What follows belongs to an exercise in optimizing a design on an open flow for small area, a short achievable clock period and few clock cycles; a production flow would make more cautious choices.
RTL that was checked went through simulation tests only; none was proved equivalent to the original.

==> build 49: inputs <==
// mmm_r2mm_2n
module mmm_r2mm_2n
#(
    parameter K = 256
)
(
    input   wire            clk     ,
    input   wire            rst_n   ,
    input   wire [K-1  :0]  x       ,
    input   wire [K-1  :0]  y       ,
    input   wire [K-1  :0]  m       ,
    input   wire            req     ,
    output  wire [K-1  :0]  res     ,
    output  reg             val     
);
==> flow/config.mk <==
export PLATFORM = sky130hd
export DESIGN_NAME = mmm_r2mm_2n
export DESIGN_NICKNAME = mmm_r2mm_2n
export VERILOG_FILES = /design/flow/design.v
export SDC_FILE = /design/flow/constraint.sdc
export NUM_CORES = 8
export LEC_CHECK = 0
export CAP_MARGIN = 20
export CORE_MARGIN = 2
export CORE_UTILIZATION = 55
export CTS_CLUSTER_DIAMETER = 100
export CTS_CLUSTER_SIZE = 30
export SETUP_SLACK_MARGIN = 2
export SLEW_MARGIN = 20
export SYNTH_HIERARCHICAL = 1
export SYNTH_MINIMUM_KEEP_SIZE = 0
export TNS_END_PERCENT = 5
==> flow/constraint.sdc <==
create_clock -name core_clock -period 30.0 [get_ports {clk}]
set_input_delay 6.0000 -clock core_clock [delete_from_list [all_inputs] [get_ports {clk}]]
set_output_delay 6.0000 -clock core_clock [all_outputs]
set_load 0.01 [all_outputs]
standard.sh (not shown) runs the stock make flow with config.mk's settings and CLKGATE_MAP_FILE= SYNTH_SCRIPT=/design/flow/synth_recipe.tcl, a recipe that flattens the netlist after the stock synthesis.
==> flow/flow/run.sh <==
#!/bin/bash
set -uo pipefail
bash standard.sh SETUP_SLACK_MARGIN=22.5 MATCH_CELL_FOOTPRINT=0 \
  'BUFFER_PORTS_ARGS=-buffer_cell sky130_fd_sc_hd__buf_2' finish > standard_flow.log 2>&1
==> inputs of build 74, as changes to build 49 <==
--- a/flow/design.v
+++ b/flow/design.v
@@ -357,30 +357,30 @@
     input   wire [K-1  :0]  y       ,
     input   wire [K-1  :0]  m       ,
     input   wire            req     ,
     output  wire [K-1  :0]  res     ,
     output  reg             val     
 );
 localparam KD = 8;
 localparam SW = 265;
-reg  [255:0]  Yr, Mr, Rr;
+reg  [255:0]  Yr, Mr;
 reg  [SW-1:0] Sr, Cr;
 reg           cinr;
 reg  [31:0]   sel;
 reg  [5:0]    cnt;
 wire [SW-1:0] ns, nc;
 wire ncin;
 wire idle  = (cnt == 6'd0);
 wire start = req & idle;
 wire it    = (cnt != 6'd0) && (cnt <= 6'd33);
 wire f1    = (cnt == 6'd34);
 wire f2    = (cnt == 6'd35);
 wire clr   = idle | f2;
-always @(posedge clk) begin Yr <= y; Mr <= m; end
+always @(posedge clk) Mr <= m;
 wire [KD-1:0] inv_t, inv3_t;
 mmm_inv u_inv (.a(Mr[KD-1:1]), .inv(inv_t), .inv3(inv3_t));
 wire [KD-1:0] q_0;
 mmm_q u_q0 (.clk(clk), .clr(clr), .ns(ns[KD-1:0]), .nc(nc[KD-1:0]), .ncin(ncin), .inv(inv_t), .inv3(inv3_t), .q(q_0));
 wire [KD-1:0] q_1;
 mmm_q u_q1 (.clk(clk), .clr(clr), .ns(ns[KD-1:0]), .nc(nc[KD-1:0]), .ncin(ncin), .inv(inv_t), .inv3(inv3_t), .q(q_1));
 wire [KD-1:0] q_2;
 mmm_q u_q2 (.clk(clk), .clr(clr), .ns(ns[KD-1:0]), .nc(nc[KD-1:0]), .ncin(ncin), .inv(inv_t), .inv3(inv3_t), .q(q_2));
@@ -10944,18 +10944,18 @@
     end else if (f1) begin
         Sr <= {ns[SW-1:257], cpa};
         Cr <= {{(SW-256){1'b0}}, Mr};
         cinr <= 1'b0;
     end else begin
         Sr <= ns; Cr <= nc; cinr <= ncin;
     end
 end
-always @(posedge clk) Rr <= ~(cout ? Sr[255:0] : cpa[255:0]);
-assign res = Rr;
+always @(posedge clk) Yr <= f2 ? ~(cout ? Sr[255:0] : cpa[255:0]) : y;
+assign res = Yr;
 always @(posedge clk or negedge rst_n) begin
     if (!rst_n) begin
         cnt <= 6'd0; val <= 1'b0;
     end else begin
         val <= f2;
         if (start) cnt <= 6'd1;
         else if (f2) cnt <= 6'd0;
         else if (!idle) cnt <= cnt + 6'd1;
==> flow/config.mk (replaced) <==
export PLATFORM = sky130hd
export DESIGN_NAME = mmm_r2mm_2n
export DESIGN_NICKNAME = mmm_r2mm_2n
export VERILOG_FILES = /design/flow/design.v
export SDC_FILE = /design/flow/constraint.sdc
export NUM_CORES = 8
export LEC_CHECK = 0
export CAP_MARGIN = 20
export CORE_MARGIN = 2
export CORE_UTILIZATION = 55
export SETUP_SLACK_MARGIN = 2
export SLEW_MARGIN = 20
export SYNTH_HIERARCHICAL = 1
export SYNTH_MINIMUM_KEEP_SIZE = 0
export TNS_END_PERCENT = 5
==> comparison <==
- Against build 74, the cell area of build 49 is larger by about 0.9%.
- Global-route usage: build 49 is lower than build 74 (0.47 points).
- Between build 74 and build 49, the lower sequential share of layout area is in build 74 (gap 2.4 points).
- Between build 74 and build 49, the lower synthesized cell count is in build 49 (gap about 2.2%, measured against build 49).
- In build 74 the die area is lower than in build 49, by 1.8%.
- Area after synthesis: build 49 is larger than build 74 (about 1.8%).
- Of build 74 and build 49, build 49 has the higher clock skew (gap 0.042 ns).
- Critical path depth is the same in build 74 and build 49.
- Between build 74 and build 49, the lower via count is in build 49 (gap 2.7%, measured against build 49).
- Fmax is about the same in build 49 and build 74.
Testbench counts of build 74, summed over its fixed seeds: cycles 34,568.
The RTL of build 49 was laid out without a check of its function.

---

==> 01-28 <==
mmm_r2mm_2n, a different RTL version from the one above (not shown whole).
==> flow/design.v (excerpt) <==
module mmm_r2mm_2n
#(
    parameter K = 256
)
(
    input   wire            clk     ,
    input   wire            rst_n   ,
    input   wire [K-1  :0]  x       ,
    input   wire [K-1  :0]  y       ,
    input   wire [K-1  :0]  m       ,
    input   wire            req     ,
    output  wire [K-1  :0]  res     ,
    output  reg             val     
);
localparam KD = 8;
localparam SW = 265;
reg  [255:0]  Yr, Mr;
reg  [SW-1:0] Sr, Cr;
reg           cinr;
reg  [31:0]   sel;
reg  [5:0]    cnt;
wire [SW-1:0] ns, nc;
wire ncin;
wire idle  = (cnt == 6'd0);
wire start = req & idle;
wire it    = (cnt != 6'd0) && (cnt <= 6'd33);
wire f1    = (cnt == 6'd34);
wire f2    = (cnt == 6'd35);
wire clr   = idle | f2;
always @(posedge clk) begin Mr <= m; end
wire [KD-1:0] inv_t, inv3_t;
mmm_inv u_inv (.a(Mr[KD-1:1]), .inv(inv_t), .inv3(inv3_t));
wire [KD-1:0] q_0;
mmm_q u_q0 (.clk(clk), .clr(clr), .ns(ns[KD-1:0]), .nc(nc[KD-1:0]), .ncin(ncin), .inv(inv_t), .inv3(inv3_t), .q(q_0));
wire [KD-1:0] q_1;
mmm_q u_q1 (.clk(clk), .clr(clr), .ns(ns[KD-1:0]), .nc(nc[KD-1:0]), .ncin(ncin), .inv(inv_t), .inv3(inv3_t), .q(q_1));
wire [KD-1:0] q_2;
mmm_q u_q2 (.clk(clk), .clr(clr), .ns(ns[KD-1:0]), .nc(nc[KD-1:0]), .ncin(ncin), .inv(inv_t), .inv3(inv3_t), .q(q_2));
wire [KD-1:0] q_3;
  ...
==> flow/config.mk <==
export PLATFORM = sky130hd
export DESIGN_NAME = mmm_r2mm_2n
export DESIGN_NICKNAME = mmm_r2mm_2n
export VERILOG_FILES = /design/flow/design.v
export SDC_FILE = /design/flow/constraint.sdc
export NUM_CORES = 8
export LEC_CHECK = 0
export CAP_MARGIN = 20
export CELL_PAD_IN_SITES_DETAIL_PLACEMENT = 1
export CORE_MARGIN = 2
export CORE_UTILIZATION = 55
export SETUP_SLACK_MARGIN = 2
export SLEW_MARGIN = 20
export SYNTH_HIERARCHICAL = 1
export SYNTH_MINIMUM_KEEP_SIZE = 0
export TNS_END_PERCENT = 5
==> flow/constraint.sdc <==
create_clock -name core_clock -period 30.0 [get_ports {clk}]
set_input_delay 6.0000 -clock core_clock [delete_from_list [all_inputs] [get_ports {clk}]]
set_output_delay 6.0000 -clock core_clock [all_outputs]
set_load 0.01 [all_outputs]
Scripts as last shown in full above: flow/flow/run.sh
==> 07-12: changes against 01-28 <==
--- a/flow/design.v
+++ b/flow/design.v
@@ -318,10 +318,26 @@
     7'd127: begin inv = 8'd255; inv3 = 8'd253; end
     default: begin inv = 8'd0; inv3 = 8'd0; end
     endcase
 end
 endmodule
+module mmm_bd (
+    input  wire       clk,
+    input  wire [8:0] d,
+    output wire [3:0] one,
+    output wire [3:0] two,
+    output wire [3:0] neg
+);
+reg [8:0] e;
+always @(posedge clk) e <= d;
+genvar g;
+generate for (g = 0; g < 4; g = g + 1) begin : g_b
+    assign one[g] = e[2*g+1] ^ e[2*g];
+    assign two[g] = (e[2*g+2] & ~e[2*g+1] & ~e[2*g]) | (~e[2*g+2] & e[2*g+1] & e[2*g]);
+    assign neg[g] = e[2*g+2];
+end endgenerate
+endmodule
 module mmm_dreg #(parameter W = 8) (
     input  wire         clk,
     input  wire [W-1:0] d,
     output reg  [W-1:0] q
 );
@@ -365,10 +381,11 @@
 reg  [255:0]  Yr, Mr;
 reg  [SW-1:0] Sr, Cr;
 reg           cinr;
 reg  [31:0]   sel;
 reg  [5:0]    cnt;
+reg           s32;
 wire [SW-1:0] ns, nc;
 wire ncin;
 wire idle  = (cnt == 6'd0);
 wire start = req & idle;
 wire it    = (cnt != 6'd0) && (cnt <= 6'd33);
@@ -380,58 +397,47 @@
 mmm_inv u_inv (.a(Mr[KD-1:1]), .inv(inv_t), .inv3(inv3_t));
 wire [KD-1:0] q_0;
 mmm_q u_q0 (.clk(clk), .clr(clr), .ns(ns[KD-1:0]), .nc(nc[KD-1:0]), .ncin(ncin), .inv(inv_t), .inv3(inv3_t), .q(q_0));
 wire [KD-1:0] q_1;
 mmm_q u_q1 (.clk(clk), .clr(clr), .ns(ns[KD-1:0]), .nc(nc[KD-1:0]), .ncin(ncin), .inv(inv_t), .inv3(inv3_t), .q(q_1));
-wire [KD-1:0] q_2;
-mmm_q u_q2 (.clk(clk), .clr(clr), .ns(ns[KD-1:0]), .nc(nc[KD-1:0]), .ncin(ncin), .inv(inv_t), .inv3(inv3_t), .q(q_2));
-wire [KD-1:0] q_3;
-mmm_q u_q3 (.clk(clk), .clr(clr), .ns(ns[KD-1:0]), .nc(nc[KD-1:0]), .ncin(ncin), .inv(inv_t), .inv3(inv3_t), .q(q_3));
 integer i;
 reg [KD-1:0] xn, mn;
 always @* begin
     xn = {KD{1'b0}}; mn = {KD{1'b0}};
     for (i = 1; i < 32; i = i + 1) begin
         xn = xn | ({KD{sel[i]}} & x[i*KD +: KD]);
-        mn = mn | ({KD{sel[i]}} & m[i*KD +: KD]);
+        if (i < 31) mn = mn | ({KD{sel[i+1]}} & Mr[i*KD +: KD]);
+        else mn = mn | ({KD{s32}} & Mr[i*KD +: KD]);
     end
 end
-reg [KD-1:0] xd, md;
+always @(posedge clk) s32 <= it & sel[31];
+reg [KD-1:0] xd;
 reg          s255, bor, ptop;
-always @(posedge clk) begin xd <= xn; md <= mn; s255 <= x[255]; end
-wire [KD:0] dp = {1'b0, xd} - {1'b0, md & {KD{s255}}} - {{KD{1'b0}}, bor};
+always @(posedge clk) begin xd <= xn; s255 <= x[255]; end
+wire [KD:0] dp = {1'b0, xd} - {1'b0, mn & {KD{s255}}} - {{KD{1'b0}}, bor};
 wire [KD:0] d0 = {1'b0, x[KD-1:0]} - {1'b0, m[KD-1:0] & {KD{x[255]}}};
 wire [KD:0] dd = idle ? d0 : dp;
 wire [KD:0] be = {dd[KD-1:0], ~idle & ptop};
 always @(posedge clk) begin bor <= dd[KD]; ptop <= dd[KD-1]; end
-wire [3:0] b_one, b_two, b_neg;
-genvar gb;
-generate for (gb = 0; gb < 4; gb = gb + 1) begin : g_booth
-    assign b_one[gb] = be[2*gb+1] ^ be[2*gb];
-    assign b_two[gb] = (be[2*gb+2] & ~be[2*gb+1] & ~be[2*gb]) | (~be[2*gb+2] & be[2*gb+1] & be[2*gb]);
-    assign b_neg[gb] = be[2*gb+2];
-end endgenerate
 wire [3:0] bo_0, bt_0, bn_0;
-mmm_dreg #(.W(12)) u_bd0 (.clk(clk), .d({b_neg, b_two, b_one}), .q({bn_0, bt_0, bo_0}));
+mmm_bd u_bd0 (.clk(clk), .d(be), .one(bo_0), .two(bt_0), .neg(bn_0));
 wire [3:0] bo_1, bt_1, bn_1;
-mmm_dreg #(.W(12)) u_bd1 (.clk(clk), .d({b_neg, b_two, b_one}), .q({bn_1, bt_1, bo_1}));
+mmm_bd u_bd1 (.clk(clk), .d(be), .one(bo_1), .two(bt_1), .neg(bn_1));
 wire [3:0] bo_2, bt_2, bn_2;
-mmm_dreg #(.W(12)) u_bd2 (.clk(clk), .d({b_neg, b_two, b_one}), .q({bn_2, bt_2, bo_2}));
+mmm_bd u_bd2 (.clk(clk), .d(be), .one(bo_2), .two(bt_2), .neg(bn_2));
 wire [3:0] bo_3, bt_3, bn_3;
-mmm_dreg #(.W(12)) u_bd3 (.clk(clk), .d({b_neg, b_two, b_one}), .q({bn_3, bt_3, bo_3}));
+mmm_bd u_bd3 (.clk(clk), .d(be), .one(bo_3), .two(bt_3), .neg(bn_3));
 always @(posedge clk) begin
     if (start) sel <= {{29{1'b0}}, 3'b100};
     else if (it) sel <= {sel[30:0], 1'b0};
     else sel <= {{30{1'b0}}, 2'b10};
 end
 wire [2047:0] pq;
 genvar gj;
 generate for (gj = 0; gj < KD; gj = gj + 1) begin : g_pp
-    assign pq[gj*256+0 +: 64] = ~({64{q_0[gj]}} & Mr[63:0]);
-    assign pq[gj*256+64 +: 64] = ~({64{q_1[gj]}} & Mr[127:64]);
-    assign pq[gj*256+128 +: 64] = ~({64{q_2[gj]}} & Mr[191:128]);
-    assign pq[gj*256+192 +: 64] = ~({64{q_3[gj]}} & Mr[255:192]);
+    assign pq[gj*256+0 +: 128] = ~({128{q_0[gj]}} & Mr[127:0]);
+    assign pq[gj*256+128 +: 128] = ~({128{q_1[gj]}} & Mr[255:128]);
 end endgenerate
 wire [1027:0] px;
 wire [3:0] pxn, pxs;
 wire [256:0] y1 = {1'b0, Yr};
 wire [256:0] y2 = {Yr, 1'b0};
@@ -552,15 +558,15 @@
 wire t_s38, t_c38;
 mmm_fa u_t_s38 (.a(Sr[9]), .b(Cr[9]), .c(px[1]), .s(t_s38), .co(t_c38));
 wire t_s39, t_c39;
 mmm_fa u_t_s39 (.a(t_c29), .b(t_s38), .c(t_c30), .s(t_s39), .co(t_c39));
 wire t_s40, t_c40;
-mmm_fa u_t_s40 (.a(pq[9]), .b(pq[264]), .c(pq[519]), .s(t_s40), .co(t_c40));
+mmm_fa u_t_s40 (.a(t_s39), .b(pq[9]), .c(pq[264]), .s(t_s40), .co(t_c40));
 wire t_s41, t_c41;
-mmm_fa u_t_s41 (.a(pq[774]), .b(pq[1029]), .c(pq[1284]), .s(t_s41), .co(t_c41));
+mmm_fa u_t_s41 (.a(pq[519]), .b(pq[774]), .c(pq[1029]), .s(t_s41), .co(t_c41));
 wire t_s42, t_c42;
-mmm_fa u_t_s42 (.a(pq[1539]), .b(pq[1794]), .c(t_s39), .s(t_s42), .co(t_c42));
+mmm_fa u_t_s42 (.a(pq[1284]), .b(pq[1539]), .c(pq[1794]), .s(t_s42), .co(t_c42));
 wire t_s43, t_c43;
 mmm_fa u_t_s43 (.a(t_c31), .b(t_c32), .c(t_c33), .s(t_s43), .co(t_c43));
 wire t_s44, t_c44;
 mmm_fa u_t_s44 (.a(t_s40), .b(t_s41), .c(t_s42), .s(t_s44), .co(t_c44));
 wire t_s45, t_c45;
@@ -570,25 +576,25 @@
 wire t_s47, t_c47;
 mmm_fa u_t_s47 (.a(Sr[10]), .b(Cr[10]), .c(px[2]), .s(t_s47), .co(t_c47));
 wire t_s48, t_c48;
 mmm_fa u_t_s48 (.a(px[257]), .b(pxn[1]), .c(t_c38), .s(t_s48), .co(t_c48));
 wire t_s49, t_c49;
-mmm_fa u_t_s49 (.a(t_s47), .b(t_s48), .c(pq[10]), .s(t_s49), .co(t_c49));
+mmm_fa u_t_s49 (.a(t_s47), .b(t_s48), .c(t_c39), .s(t_s49), .co(t_c49));
 wire t_s50, t_c50;
-mmm_fa u_t_s50 (.a(pq[265]), .b(pq[520]), .c(pq[775]), .s(t_s50), .co(t_c50));
+mmm_fa u_t_s50 (.a(pq[10]), .b(pq[265]), .c(pq[520]), .s(t_s50), .co(t_c50));
 wire t_s51, t_c51;
-mmm_fa u_t_s51 (.a(pq[1030]), .b(pq[1285]), .c(pq[1540]), .s(t_s51), .co(t_c51));
+mmm_fa u_t_s51 (.a(pq[775]), .b(pq[1030]), .c(pq[1285]), .s(t_s51), .co(t_c51));
 wire t_s52, t_c52;
-mmm_fa u_t_s52 (.a(pq[1795]), .b(t_c39), .c(t_c40), .s(t_s52), .co(t_c52));
+mmm_fa u_t_s52 (.a(pq[1540]), .b(pq[1795]), .c(t_s49), .s(t_s52), .co(t_c52));
 wire t_s53, t_c53;
-mmm_fa u_t_s53 (.a(t_c41), .b(t_s49), .c(t_s50), .s(t_s53), .co(t_c53));
+mmm_fa u_t_s53 (.a(t_c40), .b(t_c41), .c(t_c42), .s(t_s53), .co(t_c53));
 wire t_s54, t_c54;
-mmm_fa u_t_s54 (.a(t_s51), .b(t_c42), .c(t_c43), .s(t_s54), .co(t_c54));
+mmm_fa u_t_s54 (.a(t_s50), .b(t_s51), .c(t_s52), .s(t_s54), .co(t_c54));
 wire t_s55, t_c55;
-mmm_fa u_t_s55 (.a(t_s52), .b(t_s53), .c(t_c44), .s(t_s55), .co(t_c55));
+mmm_fa u_t_s55 (.a(t_c43), .b(t_c44), .c(t_s53), .s(t_s55), .co(t_c55));
 wire t_s56, t_c56;
-mmm_fa u_t_s56 (.a(t_c45), .b(t_s54), .c(t_s55), .s(t_s56), .co(t_c56));
+mmm_fa u_t_s56 (.a(t_s54), .b(t_c45), .c(t_s55), .s(t_s56), .co(t_c56));
 wire t_s57, t_c57;
 mmm_fa u_t_s57 (.a(Sr[11]), .b(Cr[11]), .c(px[3]), .s(t_s57), .co(t_c57));
 wire t_s58, t_c58;
 mmm_fa u_t_s58 (.a(px[258]), .b(t_c47), .c(t_s57), .s(t_s58), .co(t_c58));
 wire t_s59, t_c59;
@@ -604,11 +610,11 @@
 wire t_s64, t_c64;
 mmm_fa u_t_s64 (.a(t_s61), .b(t_c52), .c(t_c53), .s(t_s64), .co(t_c64));
 wire t_s65, t_c65;
 mmm_fa u_t_s65 (.a(t_s62), .b(t_s63), .c(t_c54), .s(t_s65), .co(t_c65));
 wire t_s66, t_c66;
-mmm_fa u_t_s66 (.a(t_s64), .b(t_c55), .c(t_s65), .s(t_s66), .co(t_c66));
+mmm_fa u_t_s66 (.a(t_c55), .b(t_s64), .c(t_s65), .s(t_s66), .co(t_c66));
 wire t_s67, t_c67;
 mmm_fa u_t_s67 (.a(Sr[12]), .b(Cr[12]), .c(px[4]), .s(t_s67), .co(t_c67));
 wire t_s68, t_c68;
 mmm_fa u_t_s68 (.a(px[259]), .b(px[514]), .c(pxn[2]), .s(t_s68), .co(t_c68));
 wire t_s69, t_c69;
CORE_UTILIZATION = 62   (was 55)
TNS_END_PERCENT = 25   (was 5)
==> 03-01: changes against 01-28 <==
--- a/flow/design.v
+++ b/flow/design.v
@@ -318,10 +318,26 @@
     7'd127: begin inv = 8'd255; inv3 = 8'd253; end
     default: begin inv = 8'd0; inv3 = 8'd0; end
     endcase
 end
 endmodule
+module mmm_bd (
+    input  wire       clk,
+    input  wire [8:0] d,
+    output wire [3:0] one,
+    output wire [3:0] two,
+    output wire [3:0] neg
+);
+reg [8:0] e;
+always @(posedge clk) e <= d;
+genvar g;
+generate for (g = 0; g < 4; g = g + 1) begin : g_b
+    assign one[g] = e[2*g+1] ^ e[2*g];
+    assign two[g] = (e[2*g+2] & ~e[2*g+1] & ~e[2*g]) | (~e[2*g+2] & e[2*g+1] & e[2*g]);
+    assign neg[g] = e[2*g+2];
+end endgenerate
+endmodule
 module mmm_dreg #(parameter W = 8) (
     input  wire         clk,
     input  wire [W-1:0] d,
     output reg  [W-1:0] q
 );
@@ -365,10 +381,11 @@
 reg  [255:0]  Yr, Mr;
 reg  [SW-1:0] Sr, Cr;
 reg           cinr;
 reg  [31:0]   sel;
 reg  [5:0]    cnt;
+reg           s32;
 wire [SW-1:0] ns, nc;
 wire ncin;
 wire idle  = (cnt == 6'd0);
 wire start = req & idle;
 wire it    = (cnt != 6'd0) && (cnt <= 6'd33);
@@ -390,36 +407,31 @@
 reg [KD-1:0] xn, mn;
 always @* begin
     xn = {KD{1'b0}}; mn = {KD{1'b0}};
     for (i = 1; i < 32; i = i + 1) begin
         xn = xn | ({KD{sel[i]}} & x[i*KD +: KD]);
-        mn = mn | ({KD{sel[i]}} & m[i*KD +: KD]);
+        if (i < 31) mn = mn | ({KD{sel[i+1]}} & Mr[i*KD +: KD]);
+        else mn = mn | ({KD{s32}} & Mr[i*KD +: KD]);
     end
 end
-reg [KD-1:0] xd, md;
+always @(posedge clk) s32 <= it & sel[31];
+reg [KD-1:0] xd;
 reg          s255, bor, ptop;
-always @(posedge clk) begin xd <= xn; md <= mn; s255 <= x[255]; end
-wire [KD:0] dp = {1'b0, xd} - {1'b0, md & {KD{s255}}} - {{KD{1'b0}}, bor};
+always @(posedge clk) begin xd <= xn; s255 <= x[255]; end
+wire [KD:0] dp = {1'b0, xd} - {1'b0, mn & {KD{s255}}} - {{KD{1'b0}}, bor};
 wire [KD:0] d0 = {1'b0, x[KD-1:0]} - {1'b0, m[KD-1:0] & {KD{x[255]}}};
 wire [KD:0] dd = idle ? d0 : dp;
 wire [KD:0] be = {dd[KD-1:0], ~idle & ptop};
 always @(posedge clk) begin bor <= dd[KD]; ptop <= dd[KD-1]; end
-wire [3:0] b_one, b_two, b_neg;
-genvar gb;
-generate for (gb = 0; gb < 4; gb = gb + 1) begin : g_booth
-    assign b_one[gb] = be[2*gb+1] ^ be[2*gb];
-    assign b_two[gb] = (be[2*gb+2] & ~be[2*gb+1] & ~be[2*gb]) | (~be[2*gb+2] & be[2*gb+1] & be[2*gb]);
-    assign b_neg[gb] = be[2*gb+2];
-end endgenerate
 wire [3:0] bo_0, bt_0, bn_0;
-mmm_dreg #(.W(12)) u_bd0 (.clk(clk), .d({b_neg, b_two, b_one}), .q({bn_0, bt_0, bo_0}));
+mmm_bd u_bd0 (.clk(clk), .d(be), .one(bo_0), .two(bt_0), .neg(bn_0));
 wire [3:0] bo_1, bt_1, bn_1;
-mmm_dreg #(.W(12)) u_bd1 (.clk(clk), .d({b_neg, b_two, b_one}), .q({bn_1, bt_1, bo_1}));
+mmm_bd u_bd1 (.clk(clk), .d(be), .one(bo_1), .two(bt_1), .neg(bn_1));
 wire [3:0] bo_2, bt_2, bn_2;
-mmm_dreg #(.W(12)) u_bd2 (.clk(clk), .d({b_neg, b_two, b_one}), .q({bn_2, bt_2, bo_2}));
+mmm_bd u_bd2 (.clk(clk), .d(be), .one(bo_2), .two(bt_2), .neg(bn_2));
 wire [3:0] bo_3, bt_3, bn_3;
-mmm_dreg #(.W(12)) u_bd3 (.clk(clk), .d({b_neg, b_two, b_one}), .q({bn_3, bt_3, bo_3}));
+mmm_bd u_bd3 (.clk(clk), .d(be), .one(bo_3), .two(bt_3), .neg(bn_3));
 always @(posedge clk) begin
     if (start) sel <= {{29{1'b0}}, 3'b100};
     else if (it) sel <= {sel[30:0], 1'b0};
     else sel <= {{30{1'b0}}, 2'b10};
 end
==> summary of the runs <==
03-01 finished but failed the layout checks on max-slew violations. 07-12 never finished: it broke off in global routing. 01-28 produced a clean layout. In 03-01 the clock skew is higher than in 01-28, by 0.013 ns. Between 01-28 and 03-01, the lower via count is in 03-01 (gap about 2.1%, measured against 03-01). Synthesized area: 03-01 > 01-28 > 07-12.
==> figures <==
Result of the run: 03-01 complete, but fails checks; 01-28 no timing/DRC/antenna violations; 07-12 aborted with a tool error
Last stage reached: 03-01 -; 01-28 -; 07-12 global routing
Violated checks: 03-01 max-slew violations; 01-28 -; 07-12 -
Leading cell type in the layout, fill and taps excluded: 03-01 sky130_fd_sc_hd__nand2_1; 01-28 sky130_fd_sc_hd__nand2_1; 07-12 -
Ant diodes: 03-01 98; 01-28 246; 07-12 -
Worst Hold Path EP: 03-01 cnt[4]; 01-28 sel[22]; 07-12 -
Fraction of area in multi-input gates: 03-01 0.734; 01-28 0.729; 07-12 -
DRT met1 WL: 03-01 252000 microns; 01-28 250000 microns; 07-12 -
Endpoint of the worst setup timing path: 03-01 xd[7]; 01-28 md[5]; 07-12 -
Function was not checked in any run of this note: the RTL went through the layout flow alone.

[port drivers added, routing unchanged]
The results above use ideal ports. As a check the final layouts listed here were re-extracted and re-timed, cells and wires unchanged. Step 1 sets driving cells, clkbuf_16 on the clock port and buf_2 on the other inputs (assumed; they add their load-dependent delay and slew). Step 2 adds t to the input delays and takes it off the output delays; t is the mean of the earliest and latest rising clock arrival at the registers after step 1. Input paths then give back, and output paths get back, about the clock's delay inside the block. Slacks: no drivers / after step 1 / after step 2; pairs: no drivers / after step 1.
run | shift t [ns] | setup WS [ns] | worst setup path at the end | latest minus earliest clock arrival (ns)
build 49 | 1.053 | 22.398 / 22.282 / 21.444 | input to register | 0.108 / 0.108
build 74 | 1.008 | 22.410 / 22.291 / 21.679 | input to register | 0.065 / 0.065
01-28 | 1.031 | 21.942 / 22.042 / 21.011 | input to register | 0.047 / 0.046
03-01 | 0.998 | 22.171 / 22.193 / 21.260 | input to register | 0.057 / 0.056
For build 49, which loses most, drivers alone change the setup slack by -0.116 ns; drivers and shift together by -0.954 ns.
